From an optimization exercise on the open Yosys and OpenROAD flow, aimed at small area, a short achievable clock period and few clock cycles per item; shortcuts taken in it are not production practice.
Function was checked by simulation only, so behaviour that the tests miss may differ from the original.
Power is estimated from default activity; no workload was simulated.

v6:
## pollings
module pollings (
        ap_clk,
        ap_rst_n,
        m_axi_gmem_AWVALID,
        m_axi_gmem_AWREADY,
        m_axi_gmem_AWADDR,
        m_axi_gmem_AWID,
        m_axi_gmem_AWLEN,
        m_axi_gmem_AWSIZE,
        m_axi_gmem_AWBURST,
        m_axi_gmem_AWLOCK,
        m_axi_gmem_AWCACHE,
        m_axi_gmem_AWPROT,
        m_axi_gmem_AWQOS,
        m_axi_gmem_AWREGION,
        m_axi_gmem_AWUSER,
        m_axi_gmem_WVALID,
        m_axi_gmem_WREADY,
        m_axi_gmem_WDATA,
        m_axi_gmem_WSTRB,
        m_axi_gmem_WLAST,
        m_axi_gmem_WID,
        m_axi_gmem_WUSER,
        m_axi_gmem_ARVALID,
        m_axi_gmem_ARREADY,
        m_axi_gmem_ARADDR,
        m_axi_gmem_ARID,
        m_axi_gmem_ARLEN,
        m_axi_gmem_ARSIZE,
        m_axi_gmem_ARBURST,
        m_axi_gmem_ARLOCK,
        m_axi_gmem_ARCACHE,
        m_axi_gmem_ARPROT,
        m_axi_gmem_ARQOS,
        m_axi_gmem_ARREGION,
        m_axi_gmem_ARUSER,
        m_axi_gmem_RVALID,
        m_axi_gmem_RREADY,
        m_axi_gmem_RDATA,
        m_axi_gmem_RLAST,
        m_axi_gmem_RID,
        m_axi_gmem_RUSER,
        m_axi_gmem_RRESP,
        m_axi_gmem_BVALID,
        m_axi_gmem_BREADY,
        m_axi_gmem_BRESP,
        m_axi_gmem_BID,
        m_axi_gmem_BUSER,
        s_axi_control_AWVALID,
        s_axi_control_AWREADY,
        s_axi_control_AWADDR,
        s_axi_control_WVALID,
        s_axi_control_WREADY,
        s_axi_control_WDATA,
        s_axi_control_WSTRB,
        s_axi_control_ARVALID,
        s_axi_control_ARREADY,
        s_axi_control_ARADDR,
        s_axi_control_RVALID,
        s_axi_control_RREADY,
        s_axi_control_RDATA,
        s_axi_control_RRESP,
        s_axi_control_BVALID,
        s_axi_control_BREADY,
        s_axi_control_BRESP,
        interrupt
);
Size in the first run: roughly 670 flip-flops, about 33000 um^2 of cells after synthesis.
Settings: LEC_CHECK=0, CAP_MARGIN=20, CORE_MARGIN=2, CORE_UTILIZATION=60, CTS_BUF_LIST=sky130_fd_sc_hd__clkbuf_16, CTS_CLUSTER_DIAMETER=80, CTS_CLUSTER_SIZE=22, SLEW_MARGIN=20; clock period 10.0 ns.
standard.sh (not shown) runs the stock make flow with config.mk's settings and CLKGATE_MAP_FILE= SYNTH_SCRIPT=/design/flow/synth_recipe.tcl, a recipe that flattens the netlist after the stock synthesis.
==> flow/flow/run.sh <==
#!/bin/bash
# Standard synthesis, then the standard layout steps with repair_timing aiming
# at a larger setup margin (each make run's full output in its own log here).
set -euo pipefail
MARGIN=$(cat flow/margin.txt)
bash standard.sh synth > synth.log 2>&1
bash standard.sh SETUP_SLACK_MARGIN=$MARGIN finish > layout.log 2>&1
==> flow/flow/margin.txt <==
6.7
Testbench counts of v6, summed over its fixed seeds: cycles 12,996, images 12.
The inputs of v7 differ from those of v6 as listed below.
# v6
export LEC_CHECK = 0
export CAP_MARGIN = 20
export CORE_MARGIN = 2
export CORE_UTILIZATION = 60
export CTS_BUF_LIST = sky130_fd_sc_hd__clkbuf_16
export CTS_CLUSTER_DIAMETER = 80
export CTS_CLUSTER_SIZE = 22
export SLEW_MARGIN = 20
create_clock -name core_clock -period 10.0 [get_ports {ap_clk}]
# v7
export LEC_CHECK = 0
export CAP_MARGIN = 20
export CORE_MARGIN = 2
export CORE_UTILIZATION = 75
export CTS_BUF_LIST = sky130_fd_sc_hd__clkbuf_16
export CTS_CLUSTER_DIAMETER = 80
export CTS_CLUSTER_SIZE = 22
export SLEW_MARGIN = 20
create_clock -name core_clock -period 10.0 [get_ports {ap_clk}]
==> comparison <==
From v6 to v7 the numbers moved as follows: multi-input gate share of the layout cell area ~0 delta, count of nets after finishing now larger. As far as leakage power summed over all cells is concerned, v6 and v7 perform about the same. Looking at v6 and v7, the worst hold slack is a wash. HPWL after detailed placement came out higher on v7 than on v6. v6 has higher number of cells on the worst reg-to-reg path than v7. v7 ended up with a lower die height than v6 did. Summary — switching power share of the total, v7 relative to v6: higher, by 0.23 points. NOTE number of buffers outside the clock class in the layout v6->v7 increased by a few percent. Diff v6..v7 | number of levels the H-tree was split into | unchanged.

---

Another version of the RTL of pollings (not shown whole).
Size in the first run: roughly 690 flip-flops, ~33000 um^2 of cells after synthesis.
## pollings
module pollings (
        ap_clk,
        ap_rst_n,
        m_axi_gmem_AWVALID,
        m_axi_gmem_AWREADY,
        m_axi_gmem_AWADDR,
        m_axi_gmem_AWID,
        m_axi_gmem_AWLEN,
        m_axi_gmem_AWSIZE,
        m_axi_gmem_AWBURST,
        m_axi_gmem_AWLOCK,
        m_axi_gmem_AWCACHE,
        m_axi_gmem_AWPROT,
        m_axi_gmem_AWQOS,
        m_axi_gmem_AWREGION,
        m_axi_gmem_AWUSER,
        m_axi_gmem_WVALID,
        m_axi_gmem_WREADY,
        m_axi_gmem_WDATA,
        m_axi_gmem_WSTRB,
        m_axi_gmem_WLAST,
        m_axi_gmem_WID,
        m_axi_gmem_WUSER,
        m_axi_gmem_ARVALID,
        m_axi_gmem_ARREADY,
        m_axi_gmem_ARADDR,
        m_axi_gmem_ARID,
        m_axi_gmem_ARLEN,
        m_axi_gmem_ARSIZE,
        m_axi_gmem_ARBURST,
        m_axi_gmem_ARLOCK,
        m_axi_gmem_ARCACHE,
        m_axi_gmem_ARPROT,
        m_axi_gmem_ARQOS,
        m_axi_gmem_ARREGION,
        m_axi_gmem_ARUSER,
        m_axi_gmem_RVALID,
        m_axi_gmem_RREADY,
        m_axi_gmem_RDATA,
        m_axi_gmem_RLAST,
        m_axi_gmem_RID,
        m_axi_gmem_RUSER,
        m_axi_gmem_RRESP,
        m_axi_gmem_BVALID,
        m_axi_gmem_BREADY,
        m_axi_gmem_BRESP,
        m_axi_gmem_BID,
        m_axi_gmem_BUSER,
        s_axi_control_AWVALID,
        s_axi_control_AWREADY,
        s_axi_control_AWADDR,
        s_axi_control_WVALID,
        s_axi_control_WREADY,
        s_axi_control_WDATA,
        s_axi_control_WSTRB,
        s_axi_control_ARVALID,
        s_axi_control_ARREADY,
        s_axi_control_ARADDR,
        s_axi_control_RVALID,
        s_axi_control_RREADY,
        s_axi_control_RDATA,
        s_axi_control_RRESP,
        s_axi_control_BVALID,
        s_axi_control_BREADY,
        s_axi_control_BRESP,
        interrupt
);
Settings: LEC_CHECK=0, CAP_MARGIN=20, CORE_MARGIN=2, CORE_UTILIZATION=40, SLEW_MARGIN=20; clock period 10.0 ns.
run.sh (not shown) runs the stock make flow with config.mk's settings and CLKGATE_MAP_FILE= SYNTH_SCRIPT=/design/flow/synth_recipe.tcl, a recipe that flattens the netlist after the stock synthesis.
Stock flow here: none of the scripts above is used.
Testbench counts at the start, summed over its fixed seeds: cycles 12,996, images 12.
Next try:
CORE_UTILIZATION = 60   (was 40)
SETUP_SLACK_MARGIN = 5   (was unset)
TNS_END_PERCENT = 100   (was unset)
Routed wire length falls by 7.4%.
Hold slack improved by 0.0039 ns.
Die area falls by 33%.
Synthesized area does not change.
Global-route usage rises by 8.7 points.
Sequential cell count stays the same.
Final area falls by 1.4%.
Non-clock buffer count rises by 6.
Next try:
==> flow/flow/run.sh (new file) <==
#!/bin/bash
# Standard synthesis, then the standard layout steps with repair_timing aiming
# at a larger setup margin (each make run's full output in its own log here).
set -euo pipefail
MARGIN=$(cat flow/margin.txt)
bash standard.sh synth > synth.log 2>&1
bash standard.sh SETUP_SLACK_MARGIN=$MARGIN finish > layout.log 2>&1
==> flow/flow/margin.txt (new file) <==
7
==> flow/standard.sh (new file) <==
#!/bin/bash
# synth_recipe.tcl (not shown) runs the flow's synth.tcl, then flattens the netlist and writes it again
# the make line also repeats each setting of config.mk as NAME=value (left out here)
make -C /OpenROAD-flow-scripts/flow DESIGN_CONFIG=/design/flow/config.mk WORK_HOME=/design/flow/orfs CLKGATE_MAP_FILE= SYNTH_SCRIPT=/design/flow/synth_recipe.tcl "${@:-finish}"
SETUP_SLACK_MARGIN = unset   (was 5)
TNS_END_PERCENT = unset   (was 100)
removed: flow/run.sh
Effect:
- The new run went through all stages and came out clean
- setup slack improves by 0.73 ns
- total power came out higher by 0.64%
- die area does not change
- routed wire length rises by 20%
- clock-buffer cell count is lower by 4
- area after synthesis does not change
- design area increases by 13%
- non-clock buffer count grows by 248
- fmax rises by 18%

what the ideal ports hide:
No port has a modelled driver above. Below, the same layouts with a new extraction and two added sets of constraints.
Step 1, drivers: a clkbuf_16 drives ap_clk and a buf_2 each remaining input, both assumed.
Step 2 times the ports against the registers' clock, not the clock port: input delays grow and output delays shrink by t, the midpoint of the rising clock arrivals with the driver on.
Slacks: ideal / step 1 / step 2; pairs: ideal / step 1.
| run | t (ns) | setup WS [ns] | worst setup path at the end |
|---|---|---|---|
| v6 | 0.649 | 6.551 / 6.593 / 5.944 | input to register |
| v7 | 0.655 | 6.281 / 6.306 / 5.651 | input to register |
| the first run of note 2 | 0.682 | 4.587 / 4.587 / 4.587 | register to register |
| the second run of note 2 | 0.667 | 5.283 / 5.283 / 5.038 | input to register |
| the third run of note 2 | 0.678 | 6.009 / 6.009 / 6.009 | register to register |
After both steps setup and hold are still met in every run listed. For v7, which loses most, drivers alone change the setup slack by +0.025 ns; drivers and shift together by -0.630 ns.
